Background: an optimization exercise with open tools, aiming at small area. Do not read the settings as production practice. Only simulation tests tie the RTL to the original design; equivalence was not proved. Power figures rest on the tool's default switching activity, not on a simulated workload.

==> inputs of v30 <==
// AudDSP
module AudDSP (
    input i_rst_n,
    input i_clk,
    input i_start,
    input i_pause,
    input [2:0] i_speed,
    input i_is_slow,
    input i_slow_mode,
    input i_daclrck,
    input signed [15:0] i_sram_data,
    input [19:0] i_sram_stop_addr,
    output signed [15:0] o_dac_data,
    output o_en,
    output o_is_pause,
    output [19:0] o_sram_addr
);
    localparam S_IDLE  = 3'b000;
    localparam S_PAUSE = 3'b001;
    localparam S_EMPTY = 3'b010;
    localparam S_PLAY0 = 3'b100;
    reg [2:0]  state_r;
    reg        is_play_r;      
    reg [19:0] addr_r;
    reg [15:0] o_data_r;
    reg [15:0] sram_data_r;
    reg [2:0]  speed_r;
    reg        is_slow_r;
    reg        slow_mode_r;
    reg [3:0]  slow_counter_r;
    reg [15:0] sram_data_next_r;
    assign o_en = !i_daclrck;
    assign o_dac_data = o_data_r;
    assign o_sram_addr = addr_r;
    assign o_is_pause = !is_play_r;
    wire is_pause_r = !is_play_r;
    wire idle  = state_r == S_IDLE;
    wire pause = state_r == S_PAUSE;
    wire play  = state_r[2];
    wire play0 = state_r == 3'b100;
    wire play2 = state_r == 3'b110;
    wire play3 = state_r == 3'b111;
    wire sc_zero = slow_counter_r == 4'd0;
    wire fetch   = !is_slow_r || sc_zero;
    reg [2:0] state_w;
    always @(*) begin
        if (idle)             state_w = i_start ? S_PAUSE : S_IDLE;
        else if (is_pause_r)  state_w = S_PAUSE;
  ...
Settings: LEC_CHECK=0, CAP_MARGIN=10, CORE_MARGIN=2, CORE_UTILIZATION=40, CTS_BUF_LIST=sky130_fd_sc_hd__clkbuf_8, GPL_TIMING_DRIVEN=0, SLEW_MARGIN=10; clock period 100.0 ns.
standard.sh (not shown) runs the stock make flow with config.mk's settings and CLKGATE_MAP_FILE= SYNTH_SCRIPT=/design/flow/synth_recipe.tcl, a recipe that flattens the netlist after the stock synthesis.
==> flow/flow/run.sh <==
#!/bin/bash
# Layout flow: the standard layout, on a netlist whose combinational logic
# is mapped by ABC for area. The flip-flops are those of the standard
# synthesis, with the same names and cell types; when a re-mapped netlist does
# not keep them, the standard synthesis netlist is used.
set -uo pipefail
W=$(pwd)
F=$W/flow
R=orfs/results/$FLOW_PLATFORM/AudDSP/base

# 1. the standard synthesis (reference for the flip-flops)
bash standard.sh synth > $W/log_synth_standard.txt 2>&1 || exit 1
cp $R/1_2_yosys.v $W/netlist_standard.v
cp orfs/reports/$FLOW_PLATFORM/AudDSP/base/synth_stat.txt $W/stat_standard.txt
best=$W/netlist_standard.v
best_area=$(sed -n 's/.*Chip area for module.*: *//p' $W/stat_standard.txt | head -1)
echo "standard: $best_area" > $W/log_choice.txt

# 2. the same synthesis script with an area-oriented ABC script in place of
#    the final ABC call and ripple-carry adders in place of Kogge-Stone ones;
#    "noabc" variants also skip the quick ABC pass of synth's fine step.
#    The variants run four at a time. area_s<N> scripts run ABC's deepsyn
#    with random seed N before mapping.
sed 's|log_cmd abc {\*}\$abc_args|log_cmd abc -script $::env(MY_ABC_SCRIPT) {*}[lrange $abc_args 2 end]|' \
  $FLOW_HOME/scripts/synth.tcl > $W/synth_area.tcl
sed "s|source \$::env(SCRIPTS_DIR)/synth.tcl|source $W/synth_area.tcl|" $W/synth_recipe.tcl > $W/synth_recipe_area.tcl
# Variant names: <mode>_<script>[_noha]; mode fast or noabc, script
# flow/area_<script>.script, _noha keeps extract_fa from making half adders
# (their cells are left out of this synthesis only).
variants="noabc_s51_noha noabc_e4_noha noabc_s37_noha noabc_s3_noha noabc_s1_noha noabc_s2_noha noabc_s4_noha noabc_s5_noha noabc_s6_noha noabc_s8_noha noabc_s9_noha noabc_s10_noha noabc_s12_noha noabc_s13_noha noabc_s14_noha noabc_s15_noha noabc_s16_noha noabc_s17_noha noabc_s18_noha noabc_s19_noha noabc_s20_noha noabc_b8_noha noabc_b8"
dont_use_noha="$(make -s -C $FLOW_HOME DESIGN_CONFIG=$W/config.mk WORK_HOME=$W/synth_probe print-DONT_USE_CELLS 2>/dev/null | sed -n 's/^DONT_USE_CELLS *[:=] *//p') sky130_fd_sc_hd__ha_1 sky130_fd_sc_hd__ha_2 sky130_fd_sc_hd__ha_4"
echo "dont_use for _noha: $dont_use_noha" > $W/log_dont_use.txt
# without the platform's own list, leave the _noha variants out
if (( $(echo $dont_use_noha | wc -w) < 10 )); then variants="noabc_b8"; fi
run_variant() {
  local v=$1
  local mode=${v%%_*}
  local rest=${v#*_}
  local script=${rest%%_*}
  local extra=("SYNTH_OPERATIONS_ARGS=-extra-map $F/ripple_lcu.v")
  [[ $mode == noabc ]] && extra+=(SYNTH_ARGS=-noabc)
  [[ $v == *_noha ]] && extra+=("DONT_USE_CELLS=$dont_use_noha")
  MY_ABC_SCRIPT=$F/area_$script.script make -C $FLOW_HOME DESIGN_CONFIG=$W/config.mk WORK_HOME=$W/synth_$v \
    CLKGATE_MAP_FILE= SYNTH_SCRIPT=$W/synth_recipe_area.tcl "${extra[@]}" synth > $W/log_synth_$v.txt 2>&1
}
n=0
for v in $variants; do
  run_variant $v &
  n=$((n + 1))
  if (( n % 4 == 0 )); then wait; fi
done
wait
for v in $variants; do
  cr=$W/synth_$v/results/$FLOW_PLATFORM/AudDSP/base
  st=$W/synth_$v/reports/$FLOW_PLATFORM/AudDSP/base/synth_stat.txt
  [[ -f $cr/1_2_yosys.v && -f $st ]] || { echo "$v: failed" >> $W/log_choice.txt; continue; }
  area=$(sed -n 's/.*Chip area for module.*: *//p' $st | head -1)
  if python3 $F/match.py $W/netlist_standard.v $cr/1_2_yosys.v $W/netlist_$v.v > $W/log_match_$v.txt 2>&1; then
    echo "$v: $area" >> $W/log_choice.txt
    if python3 -c "import sys; sys.exit(0 if float('$area') < float('$best_area') else 1)"; then
      best=$W/netlist_$v.v; best_area=$area
    fi
  else
    echo "$v: $area (flip-flops differ, not used)" >> $W/log_choice.txt
  fi
done
echo "chosen: $best ($best_area)" >> $W/log_choice.txt

# 3. the standard layout of the chosen netlist; ports buffered with buf_1,
#    and no dummy loads on the clock tree
rm -rf orfs
bash standard.sh SYNTH_NETLIST_FILES=$best "BUFFER_PORTS_ARGS=-buffer_cell sky130_fd_sc_hd__buf_1" \
  "CTS_ARGS=-sink_clustering_enable -repair_clock_nets -buf_list sky130_fd_sc_hd__clkbuf_8 -dont_use_dummy_load" finish \
  > $W/log_layout.txt 2>&1 && [[ -s out/final.def ]] && exit 0

# 4. if that layout failed, the standard layout as it is
echo "layout of the chosen netlist failed; standard layout" >> $W/log_choice.txt
rm -rf orfs out/final.def
bash standard.sh finish > $W/log_layout_standard.txt 2>&1
==> flow/flow/area_s1.script <==
strash
&get -n
&deepsyn -S 1 -T 60
&put
dc2
dch -f
amap
topo
dnsize
==> flow/flow/area_s10.script <==
strash
&get -n
&deepsyn -S 10 -T 60
&put
dc2
dch -f
amap
topo
dnsize
==> flow/flow/area_s12.script <==
strash
&get -n
&deepsyn -S 12 -T 60
&put
dc2
dch -f
amap
topo
dnsize
==> flow/flow/area_s13.script <==
strash
&get -n
&deepsyn -S 13 -T 60
&put
dc2
dch -f
amap
topo
dnsize
==> flow/flow/area_s14.script <==
strash
&get -n
&deepsyn -S 14 -T 60
&put
dc2
dch -f
amap
topo
dnsize
==> flow/flow/area_s15.script <==
strash
&get -n
&deepsyn -S 15 -T 60
&put
dc2
dch -f
amap
topo
dnsize
==> flow/flow/area_s16.script <==
strash
&get -n
&deepsyn -S 16 -T 60
&put
dc2
dch -f
amap
topo
dnsize
==> flow/flow/area_s17.script <==
strash
&get -n
&deepsyn -S 17 -T 60
&put
dc2
dch -f
amap
topo
dnsize
==> flow/flow/area_s18.script <==
strash
&get -n
&deepsyn -S 18 -T 60
&put
dc2
dch -f
amap
topo
dnsize
==> flow/flow/area_s19.script <==
strash
&get -n
&deepsyn -S 19 -T 60
&put
dc2
dch -f
amap
topo
dnsize
==> flow/flow/area_s2.script <==
strash
&get -n
&deepsyn -S 2 -T 60
&put
dc2
dch -f
amap
topo
dnsize
==> flow/flow/area_s20.script <==
strash
&get -n
&deepsyn -S 20 -T 60
&put
dc2
dch -f
amap
topo
dnsize
==> flow/flow/area_s4.script <==
strash
&get -n
&deepsyn -S 4 -T 60
&put
dc2
dch -f
amap
topo
dnsize
==> flow/flow/area_s5.script <==
strash
&get -n
&deepsyn -S 5 -T 60
&put
dc2
dch -f
amap
topo
dnsize
==> flow/flow/area_s6.script <==
strash
&get -n
&deepsyn -S 6 -T 60
&put
dc2
dch -f
amap
topo
dnsize
==> flow/flow/area_s8.script <==
strash
&get -n
&deepsyn -S 8 -T 60
&put
dc2
dch -f
amap
topo
dnsize
==> flow/flow/area_s9.script <==
strash
&get -n
&deepsyn -S 9 -T 60
&put
dc2
dch -f
amap
topo
dnsize
Other scripts of this flow, unchanged in this note and not shown: flow/flow/area_b8.script, flow/flow/area_e4.script, flow/flow/area_s3.script, flow/flow/area_s37.script, flow/flow/area_s51.script, flow/flow/match.py, flow/flow/ripple_lcu.v
==> inputs of v18, as changes to v30 <==
--- a/flow/flow/run.sh
+++ b/flow/flow/run.sh
@@ -19,7 +19,7 @@
 # 2. the same synthesis script with an area-oriented ABC script in place of
 #    the final ABC call and ripple-carry adders in place of Kogge-Stone ones;
 #    "noabc" variants also skip the quick ABC pass of synth's fine step.
-#    The variants run four at a time. area_s<N> scripts run ABC's deepsyn
+#    The variants run three at a time. area_s<N> scripts run ABC's deepsyn
 #    with random seed N before mapping.
 sed 's|log_cmd abc {\*}\$abc_args|log_cmd abc -script $::env(MY_ABC_SCRIPT) {*}[lrange $abc_args 2 end]|' \
   $FLOW_HOME/scripts/synth.tcl > $W/synth_area.tcl
@@ -27,7 +27,7 @@
 # Variant names: <mode>_<script>[_noha]; mode fast or noabc, script
 # flow/area_<script>.script, _noha keeps extract_fa from making half adders
 # (their cells are left out of this synthesis only).
-variants="noabc_s51_noha noabc_e4_noha noabc_s37_noha noabc_s3_noha noabc_s1_noha noabc_s2_noha noabc_s4_noha noabc_s5_noha noabc_s6_noha noabc_s8_noha noabc_s9_noha noabc_s10_noha noabc_s12_noha noabc_s13_noha noabc_s14_noha noabc_s15_noha noabc_s16_noha noabc_s17_noha noabc_s18_noha noabc_s19_noha noabc_s20_noha noabc_b8_noha noabc_b8"
+variants="noabc_s51_noha noabc_e4_noha noabc_s3_noha noabc_s7_noha noabc_s11_noha noabc_s23_noha noabc_s37_noha noabc_s77_noha noabc_s91_noha noabc_b8_noha noabc_b8"
 dont_use_noha="$(make -s -C $FLOW_HOME DESIGN_CONFIG=$W/config.mk WORK_HOME=$W/synth_probe print-DONT_USE_CELLS 2>/dev/null | sed -n 's/^DONT_USE_CELLS *[:=] *//p') sky130_fd_sc_hd__ha_1 sky130_fd_sc_hd__ha_2 sky130_fd_sc_hd__ha_4"
 echo "dont_use for _noha: $dont_use_noha" > $W/log_dont_use.txt
 # without the platform's own list, leave the _noha variants out
@@ -47,7 +47,7 @@
 for v in $variants; do
   run_variant $v &
   n=$((n + 1))
-  if (( n % 4 == 0 )); then wait; fi
+  if (( n % 3 == 0 )); then wait; fi
 done
 wait
 for v in $variants; do
==> flow/flow/area_s11.script (new file) <==
strash
&get -n
&deepsyn -S 11 -T 60
&put
dc2
dch -f
amap
topo
dnsize
==> flow/flow/area_s23.script (new file) <==
strash
&get -n
&deepsyn -S 23 -T 60
&put
dc2
dch -f
amap
topo
dnsize
==> flow/flow/area_s7.script (new file) <==
strash
&get -n
&deepsyn -S 7 -T 60
&put
dc2
dch -f
amap
topo
dnsize
==> flow/flow/area_s77.script (new file) <==
strash
&get -n
&deepsyn -S 77 -T 60
&put
dc2
dch -f
amap
topo
dnsize
==> flow/flow/area_s91.script (new file) <==
strash
&get -n
&deepsyn -S 91 -T 60
&put
dc2
dch -f
amap
topo
dnsize
removed: flow/flow/area_s1.script
removed: flow/flow/area_s10.script
removed: flow/flow/area_s12.script
removed: flow/flow/area_s13.script
removed: flow/flow/area_s14.script
removed: flow/flow/area_s15.script
removed: flow/flow/area_s16.script
removed: flow/flow/area_s17.script
removed: flow/flow/area_s18.script
removed: flow/flow/area_s19.script
removed: flow/flow/area_s2.script
removed: flow/flow/area_s20.script
removed: flow/flow/area_s4.script
removed: flow/flow/area_s5.script
removed: flow/flow/area_s6.script
removed: flow/flow/area_s8.script
removed: flow/flow/area_s9.script
==> comparison table <==
item                                                                         v30           v18
Number of nets in the synthesized netlist                                    885           892
Via density per instance                                                    4.99          5.06
First-pass GRT wire length                                              24300 um      24800 um
Post-Layout Cell Count                                                      1069          1074
Highest cell delay on the worst timing path                              0.13 ns       0.14 ns
IR drop worst, VDD                                                   0.0000158 V   0.0000128 V
Vias in the first global route                                              5066          5041
Source-to-sink clock delay at the later pin of the worst-skew pair       0.36 ns       0.37 ns
Routability Congestion                                                     0.812         0.816
Final Util                                                                 0.459         0.458
Run status                                      no timing/DRC/antenna violations  no timing/DRC/antenna violations
Layout overhead on the synthesized area                                    11.6%         11.1%
Power density over the cells                                        31.4 mW/mm^2  28.3 mW/mm^2
Fraction of cell area in non-clock buffers                                0.0481        0.0456
Met3 demand-to-capacity share in global routing                           0.0511        0.0327
Detailed Route WL                                                       13800 um      14700 um
Multi-input combinational cell count                                         582           581
Area used by multi-input combinational logic                        0.00414 mm^2  0.00412 mm^2

static timing again, ports no longer ideal:
No port has a modelled driver above. Below, the same layouts with a new extraction and two added sets of constraints.
Step 1 sets driving cells, clkbuf_16 on the clock port and buf_2 on the other inputs (assumed; they add their load-dependent delay and slew).
Step 2 times the ports against the registers' clock, not the clock port: input delays grow and output delays shrink by t, the midpoint of the rising clock arrivals with the driver on.
a / b / c = ideal ports / drivers / drivers and shift; a / b = the first two.
run	shift t [ns]	setup WS [ns]	worst setup path at the end	clock arrival spread, ns
v30	0.382	59.675 / 59.651 / 59.651	input to output	0.025 / 0.025
v18	0.389	59.661 / 59.638 / 59.638	input to output	0.030 / 0.031
After both steps every run listed still meets setup and hold. The setup slack of v30, which loses most, moves by -0.024 ns with the drivers and by -0.024 ns with both steps.
